What follows belongs to an exercise in optimizing a design on an open flow for small area, a short achievable clock period and few clock cycles; a production flow would make more cautious choices.
Function was checked by simulation only, so behaviour that the tests miss may differ from the original.
Power is estimated from default activity; no workload was simulated.

==> design/flow/design.v <==
module RISC_V_Processor (
    input clk, reset,
    output [63:0] imem_addr,
    input  [31:0] imem_data,
    output [63:0] dmem_addr,
    output [63:0] dmem_wdata,
    output        dmem_we,
    output        dmem_re,
    input  [63:0] dmem_rdata
);
  integer i;
  reg [63:0] pc;                        
  reg [31:0] id_instr;                  
  reg [13:0] id_off;                    
  reg        id_valid;
  reg [63:0] ex_a;                      
  reg [63:0] ex_b;                      
  reg [63:0] ex_alt;                    
  reg        ex_sub, ex_add, ex_and, ex_or, ex_sll;
  reg [4:0]  ex_rd;
  reg        ex_we, ex_ld, ex_st, ex_bre, ex_brl, ex_bne, ex_pt, ex_skip1;
  reg [63:0] mem_res, mem_wd;           
  reg [4:0]  mem_rd;
  reg        mem_we, mem_ld, mem_st, mem_red;
  reg [64*31-1:0] rf;                   
  wire [12:0] if_immb = {imem_data[31], imem_data[7], imem_data[30:25], imem_data[11:8], 1'b0};
  wire [13:0] if_off  = {if_immb[12], if_immb} - 14'd4;
  wire        if_pt   = imem_data[6] & imem_data[31];    
  wire [49:0] hi_inc = pc[63:14] + 50'd1;
  wire [49:0] hi_dec = pc[63:14] - 50'd1;
  wire [12:0] sq_lo  = {1'b0, pc[13:2]} + 13'd1;
  wire [63:0] pc4    = {sq_lo[12] ? hi_inc : pc[63:14], sq_lo[11:0], pc[1:0]};
  wire [14:0] ft_lo  = {1'b0, pc[13:0]} + {1'b0, if_immb[12], if_immb};
  wire [63:0] if_target = {( ft_lo[14] & !if_immb[12]) ? hi_inc :
                           (!ft_lo[14] &  if_immb[12]) ? hi_dec : pc[63:14],
                           ft_lo[13:0]};
  wire [6:0] op  = id_instr[6:0];
  wire [4:0] rd  = id_instr[11:7];
  wire [2:0] f3  = id_instr[14:12];
  wire [4:0] rs1 = id_instr[19:15];
  wire [4:0] rs2 = id_instr[24:20];
  wire d_br = op[6];
  wire d_ld = !op[6] & !op[5] & !op[4];
  wire d_st = !op[6] &  op[5] & !op[4];
  wire d_r  = !op[6] &  op[5] &  op[4];
  wire d_i  = !op[6] & !op[5] &  op[4];
  wire d_use2 = d_r | d_st | d_br;
  wire d_sub  = d_br | (d_r & id_instr[30]);
  wire d_we   = (d_r | d_i | d_ld) & (rd != 5'd0);
  wire [11:0] imm_i  = id_instr[31:20];
  wire [11:0] imm_s  = {id_instr[31:25], id_instr[11:7]};
  wire [11:0] imm_is = d_st ? imm_s : imm_i;
  wire        off4 = (id_off == 14'd0);
  wire        off8 = (id_off == 14'd4);
  wire        d_pt = id_off[13];                 
  wire [13:0] al_n  = (id_off ^ {14{d_pt}}) + {13'd0, d_pt};
  wire [14:0] al_lo = {1'b0, pc[13:0]} + {1'b0, al_n};
  wire [63:0] id_alt = {( al_lo[14] & !al_n[13]) ? hi_inc :
                        (!al_lo[14] &  al_n[13]) ? hi_dec : pc[63:14],
                        al_lo[13:0]};
  wire [63:0] mem_val = mem_ld ? dmem_rdata : mem_res;
  reg  [63:0] rf1, rf2;
  always @* begin
    rf1 = 64'd0;
    rf2 = 64'd0;
    for (i = 1; i < 32; i = i + 1) begin
      rf1 = rf1 | (rf[64*(i-1) +: 64] & {64{rs1 == i}});
      rf2 = rf2 | (rf[64*(i-1) +: 64] & {64{rs2 == i}});
    end
  end
  wire [63:0] rv1 = (mem_we && mem_rd == rs1) ? mem_val : rf1;
  wire [63:0] rv2 = (mem_we && mem_rd == rs2) ? mem_val : rf2;
  wire fw1 = ex_we & (ex_rd == rs1);
  wire fw2 = ex_we & (ex_rd == rs2);
  wire stall = id_valid & ex_ld & ex_we &
               ((rs1 == ex_rd) | (d_use2 & (rs2 == ex_rd)));
  wire [63:0] fa  = ex_a;
  wire [63:0] opb = ex_b;               
  wire [64:0] sum65 = {fa, 1'b1} + {opb, ex_sub};
  wire [63:0] sum = sum65[64:1];
  wire [63:0] shl = fa << ex_b[5:0];
  wire [63:0] res = ({64{ex_add}} & sum) |
                    ({64{ex_and}} & (fa & opb)) |
                    ({64{ex_or}}  & (fa | opb)) |
                    ({64{ex_sll}} & shl);
  wire eq = &(fa ^ opb);
  wire lt = (fa[63] ^ !opb[63]) ? fa[63] : sum[63];
  wire mp    = ex_bre & ((eq ^ ex_bne) ^ ex_pt);
  wire skip  = ex_skip1 & !(id_valid & d_br & d_pt);
  wire kill1 = mp & skip;
  wire kill2 = mp & !skip;
  wire id_go = id_valid & !stall & !kill1 & !kill2 & !mem_red;
  assign imem_addr = pc;
  always @(posedge clk) begin
    if (reset)
      pc <= 64'd0;
    else if (mem_red)
      pc <= mem_wd;
    else if (kill2)
      pc <= ex_alt;
    else if (!stall)
      pc <= if_pt ? if_target : pc4;
  end
  always @(posedge clk) begin
    if (!stall) begin
      id_instr <= imem_data;
      id_off   <= if_off;
    end
    if (reset | mem_red | kill2)
      id_valid <= 1'b0;
    else if (!stall)
      id_valid <= 1'b1;
  end
  always @(posedge clk) begin
    ex_a    <= fw1 ? res : rv1;
    ex_b    <= (fw2 & (d_r | d_br)) ? (res ^ {64{d_sub}}) :
               (d_r | d_br) ? (rv2 ^ {64{d_sub}}) : {{52{imm_is[11]}}, imm_is};
    ex_alt  <= (fw2 & d_st) ? res : d_st ? rv2 : id_alt;
    ex_sub  <= d_sub;
    ex_and  <= d_r & (f3 == 3'b111);
    ex_or   <= d_r & (f3 == 3'b110);
    ex_sll  <= d_i & (f3 == 3'b001);
    ex_add  <= !(d_r & f3[2]) & !(d_i & f3[0]);
    ex_rd   <= rd;
    ex_bne  <= f3[0];
    ex_pt   <= d_pt;
    ex_skip1 <= off8;
    if (reset | !id_go) begin
      ex_we  <= 1'b0;
      ex_ld  <= 1'b0;
      ex_st  <= 1'b0;
      ex_bre <= 1'b0;
      ex_brl <= 1'b0;
    end else begin
      ex_we  <= d_we;
      ex_ld  <= d_ld;
      ex_st  <= d_st;
      ex_bre <= d_br & !f3[2] & !off4;
      ex_brl <= d_br &  f3[2] & !off4;
    end
  end
  always @(posedge clk) begin
    mem_res <= res;
    mem_wd  <= ex_alt;
    mem_rd  <= ex_rd;
    if (reset | mem_red) begin
      mem_we  <= 1'b0;
      mem_ld  <= 1'b0;
      mem_st  <= 1'b0;
      mem_red <= 1'b0;
    end else begin
      mem_we  <= ex_we;
      mem_ld  <= ex_ld;
      mem_st  <= ex_st;
      mem_red <= ex_brl & (lt ^ ex_pt);             
    end
  end
  assign dmem_addr  = mem_res;
  assign dmem_wdata = mem_wd;
  assign dmem_we    = mem_st;
  assign dmem_re    = mem_ld;
  always @(posedge clk) begin
    for (i = 1; i < 32; i = i + 1)
      if (mem_we && mem_rd == i)
        rf[64*(i-1) +: 64] <= mem_val;
  end
endmodule
==> design/flow/run.sh <==
#!/bin/bash
# synth_recipe.tcl (not shown) runs the flow's synth.tcl, then flattens the netlist and writes it again
# the make line also repeats each setting of config.mk as NAME=value (left out here)
make -C /OpenROAD-flow-scripts/flow DESIGN_CONFIG=/design/flow/config.mk WORK_HOME=/design/flow/orfs CLKGATE_MAP_FILE= SYNTH_SCRIPT=/design/flow/synth_recipe.tcl finish
==> design/flow/config.mk <==
export PLATFORM = sky130hd
export DESIGN_NAME = RISC_V_Processor
export DESIGN_NICKNAME = RISC_V_Processor
export VERILOG_FILES = /design/flow/design.v
export SDC_FILE = /design/flow/constraint.sdc
export NUM_CORES = 4
export LEC_CHECK = 0
export CAP_MARGIN = 20
export CORE_MARGIN = 2
export CORE_UTILIZATION = 35
export CTS_CLUSTER_DIAMETER = 80
export CTS_CLUSTER_SIZE = 30
export PLACE_DENSITY = 0.5
export SETUP_SLACK_MARGIN = 5
export SLEW_MARGIN = 20
export TNS_END_PERCENT = 100
==> design/flow/constraint.sdc <==
create_clock -name core_clock -period 10.0 [get_ports {clk}]
set_input_delay 2.0000 -clock core_clock [delete_from_list [all_inputs] [get_ports {clk}]]
set_output_delay 2.0000 -clock core_clock [all_outputs]
set_load 0.01 [all_outputs]
==> run summary <==
## state kept, by name, summed over array words and instances (netlist names), 12 cells and up
| signal | flops |
|---|---|
| rf | 1984 |
| ex_a | 64 |
| ex_alt | 64 |
| ex_b | 64 |
| mem_res | 64 |
| mem_wd | 64 |
| pc | 64 |
| id_instr | 28 |
| id_off | 12 |
## logic make-up (layout without fill, tap and decap cells)
group           after synthesis  count (layout)
other cells                   0              36
simple gates               2320            2320
mux                         238             238
compound gates             3208            3208
flops                      2436            2436
buf+inv                     916            1018
fa+ha+maj                   164             164
xor+xnor                    196             196
## synth_stat cells, types with 77 or more instances
library cell / n
sky130_fd_sc_hd__a21oi_1: 353
sky130_fd_sc_hd__a221oi_1: 235
sky130_fd_sc_hd__a222oi_1: 149
sky130_fd_sc_hd__a22o_1: 203
sky130_fd_sc_hd__a22oi_1: 1414
sky130_fd_sc_hd__a31oi_1: 114
sky130_fd_sc_hd__buf_1: 77
sky130_fd_sc_hd__clkbuf_1: 633
sky130_fd_sc_hd__dfxtp_1: 412
sky130_fd_sc_hd__edfxtp_1: 2024
sky130_fd_sc_hd__ha_1: 160
sky130_fd_sc_hd__inv_1: 187
sky130_fd_sc_hd__mux2_2: 80
sky130_fd_sc_hd__mux2i_1: 101
sky130_fd_sc_hd__nand2_1: 800
sky130_fd_sc_hd__nand3_1: 280
sky130_fd_sc_hd__nand4_1: 254
sky130_fd_sc_hd__nor2_1: 550
sky130_fd_sc_hd__nor3_1: 181
sky130_fd_sc_hd__o211ai_1: 78
sky130_fd_sc_hd__o21ai_0: 261
sky130_fd_sc_hd__o22ai_1: 95
sky130_fd_sc_hd__xnor2_1: 108
sky130_fd_sc_hd__xor2_1: 88
## final cells by class
class                           instances  area, µm²  area share
Sequential cell                      2436      69040      0.5384
Multi-Input combinational cell       6126      42240      0.3294
Timing Repair Buffer                  590       5926     0.04621
Tap cell                             4325       5411     0.04220
Clock buffer                          149       3611     0.02816
Clock inverter                         87       1195    0.009318
Inverter                              192      726.9    0.005669
Antenna cell                           36      90.09   0.0007025
## final timing paths
kind                                    from    endpoint  cells past startpoint
worst max-delay path            id_instr[21]  ex_alt[50]                     10
worst min-delay path              ex_alt[15]  mem_wd[15]                      0
worst max register to register  id_instr[21]  ex_alt[50]                     10
worst min register to register    ex_alt[15]  mem_wd[15]                      0
## through the flow
stage          utilization  cells
5_1_grt             0.3963  13920
3_5_place_dp        0.3803  13660
2_1_floorplan            -   9478
4_1_cts             0.3956  13900
6_report            0.3964  13940
3_3_place_gp        0.3801  13660
## where the power goes
group | switching (µW) | internal (µW)
combinational | 5150 | 1850
clock | 3910 | 3050
sequential | 586 | 12600
total | 9640 | 17500
## critical path, cell delays in order, from the launching register on
cell	delay, ns
sky130_fd_sc_hd__edfxtp_1	0.65
sky130_fd_sc_hd__nand2_1	0.58
sky130_fd_sc_hd__nor2_4	0.33
sky130_fd_sc_hd__buf_4	0.56
sky130_fd_sc_hd__buf_4	0.76
sky130_fd_sc_hd__a22oi_1	0.27
sky130_fd_sc_hd__nand4_1	0.13
sky130_fd_sc_hd__nor2_1	0.06
sky130_fd_sc_hd__a31oi_1	0.82
sky130_fd_sc_hd__a21oi_1	0.53
sky130_fd_sc_hd__a22oi_1	0.29
## timing repair
item / in CTS / in global routing
hold endpoints to repair: 0 / 0
pin swaps: 1 / 3
resized for setup: 31 / 19
buffers inserted: 3 / 8
setup endpoints to repair: 84 / 59
## routing by layer
layer  GRT usage  routed length [µm]  vias to the layer above
li1            -                   -                    37980
met1      0.4790              227300                    50390
met2      0.5254              257800                    10400
met3      0.1434              104300                     2293
met4      0.2193               47120                       36
met5   0.0007259                 264                        -
## cell usage in the layout, fill, tap and decap left out, drive strengths merged, types with 101 or more instances in the layout
cell	count
a22oi	1414
nor2	550
clkbuf	149
nand4	254
buf	304
a31oi	114
a22o	203
a222oi	149
a21oi	353
edfxtp	2024
xnor2	108
mux2i	101
dfxtp	412
nor3	182
a221oi	235
ha	160
o21ai	271
clkdlybuf4s50	285
nand3	280
nand2	800
inv	231
==> key figures <==
Timing
  • Actual slew at the worst max-slew pin: 1.287 ns
  • Fin Clk Skew: 0.07971 ns
  • Clock period minus worst slack: 5.106 ns
  • Total count of max-transition violations in the final report: 0
  • Max transition margin: 0.1420
  • Final worst setup slack: 4.894 ns
  • Final setup violation count: 0
  • Maximum frequency from static timing analysis: 195.8 MHz
  • Hold Worst Slack: 0.3419 ns
  • Setup repair after global routing missed its margin: yes
  • Setup TNS after final layout: 0 ns
  • Final Hold Vio Count: 0
  • Part of the cycle the worst path needs: 0.5106

Place
  • RePlAce Congestion: 1.014
  • Instance area at placement: 123,000 µm²
  • Post-place setup slack: 4.066 ns
  • Post-detailed-placement half-perimeter wirelength: 363.4 mm
  • Count of input and output buffers: 287

CTS
  • Number of clock sinks seen by CTS: 2,436
  • CTS buffer count: 139
  • Clock transition at path regs: 0.12 ns
  • Clock Path Buffers: 4
  • CTS tree: built
  • Cts-stage hold buffer count: 0
  • Insertion delay to the later sink of the worst-skew pair: 0.92 ns
  • CTS H-tree depth: 4
  • Clock root buffer: sky130_fd_sc_hd__clkbuf_16

Route
  • Post-DRT Antenna Nets: 0
  • Count of TritonRoute iterations in the first routing pass: 13
  • Post-detailed-route via-to-cell ratio: 7.252
  • Post-detailed-route wirelength per cell: 45.68 µm
  • Total wirelength of the detailed-routed design: 636.8 mm
  • Post-detailed-route DRC marker count: 0
  • Total number of vias: 101,100
  • Drt first-iter violations: 23,080

Status
  • Status: no timing/DRC/antenna violations

Pwr
  • Power per unit of standard cell area: 211.5 nW/µm²
  • Static Leakage: 0.04208 µW
  • Overall power: 27,130 µW
  • VDD IR-drop max: 0.2590 mV

Floorplan
  • IO Count: 292
  • Area enclosed by the die boundary: 329,000 µm²
  • Starting density of the core: 0.3511
  • Core Region: 323,500 µm²
  • Die W: 573.6 µm
  • Die span in y: 573.6 µm
  • Placement Rows: 209

Worst setup path
  • Path type of the worst setup path: flop to flop
  • Reg-to-reg slack, setup: 4.89 ns
  • Top fanout value on the critical path: 31
  • Required time at the worst-slack endpoint: 10.81 ns
  • Critical Path End Type: flop
  • Worst Path Arrival: 5.92 ns
  • Critical Path Start Type: flop

Synth
  • Number of synthesized flops with an enable pin: 2,024
  • Synth async-reset ratio: 0
  • Number of storage elements in the synthesis netlist: 2,436
  • Summed instance area of the synthesized netlist: 113,600 µm²
  • Netlist cell types: 82
  • Cell type contributing the most total cell area after synthesis: sky130_fd_sc_hd__edfxtp_1
  • Post-synthesis share of cell area spent on full adders, half adders and majority gates: 0.01833
  • Cell count after synthesis: 9,478
  • Warning count from the yosys run: 1
  • Predominant post-synthesis flop cell: sky130_fd_sc_hd__edfxtp_1
  • Main combinational cell family by area after synthesis: compound AO/OA/AOI/OAI gates
  • Most area-consuming cells after synthesis: sky130_fd_sc_hd__edfxtp_1, sky130_fd_sc_hd__a22oi_1, sky130_fd_sc_hd__dfxtp_1, sky130_fd_sc_hd__nand2_1, sky130_fd_sc_hd__clkbuf_1
  • Number of nets in the synthesized netlist: 9,740
  • Share of the yosys chip area belonging to registers: 0.6078
  • Fraction of the mapped netlist area in simple logic gates: 0.09401
  • Synth Area in Compound Gates: 0.2061
  • XOR/XNOR Fraction of Synth Area: 0.01512
  • Average footprint of a synthesized cell: 11.98 µm²
  • Post-synth top area share: 0.5352
  • Share of cell area taken by muxes after synthesis: 0.02814

Layout
  • Area growth syn-to-layout: 12.93%
  • Share of final-layout standard cells stronger than drive strength 1: 0.09217
  • Total non-filler cell area in the finished layout: 128,200 µm²
  • # fillers: 30,680
  • NumNets Final: 9,747

Global route
  • Largest net degree at the start of global routing: 79
  • Via count of the first global-routing pass: 92,810
  • Overall overflow remaining after global route: 0
  • Initial antenna violation count: 43
  • Wire length of the first global-routing pass: 840.5 mm
  • Total track usage: 0.3713

Run
  • Total of max-cap violations: 0

Min path
  • Worst min path class: flop to flop
Testbench counts, summed over its fixed seeds: cycles 53,719.

## afterwards: timing with drivers on the ports
No port has a modelled driver above. Below, the same layout with a new extraction and two added sets of constraints. Step 1, drivers: a clkbuf_16 drives clk and a buf_2 each remaining input, both assumed. Step 2, shift: input delay + t, output delay - t, t = (earliest + latest rising clock arrival at the registers) / 2. This alone moves slack from input paths to output paths. a / b / c = ideal / step 1 / step 2; a / b = the first two.
t (ns): 0.996
setup WS [ns]: 4.894 / 4.894 / 4.438
worst register clock-pin slew, ns: 0.12 / 0.12
After both steps this run still meets setup and hold. For this run, drivers alone change the setup slack by 0.000 ns; drivers and shift together by -0.456 ns.
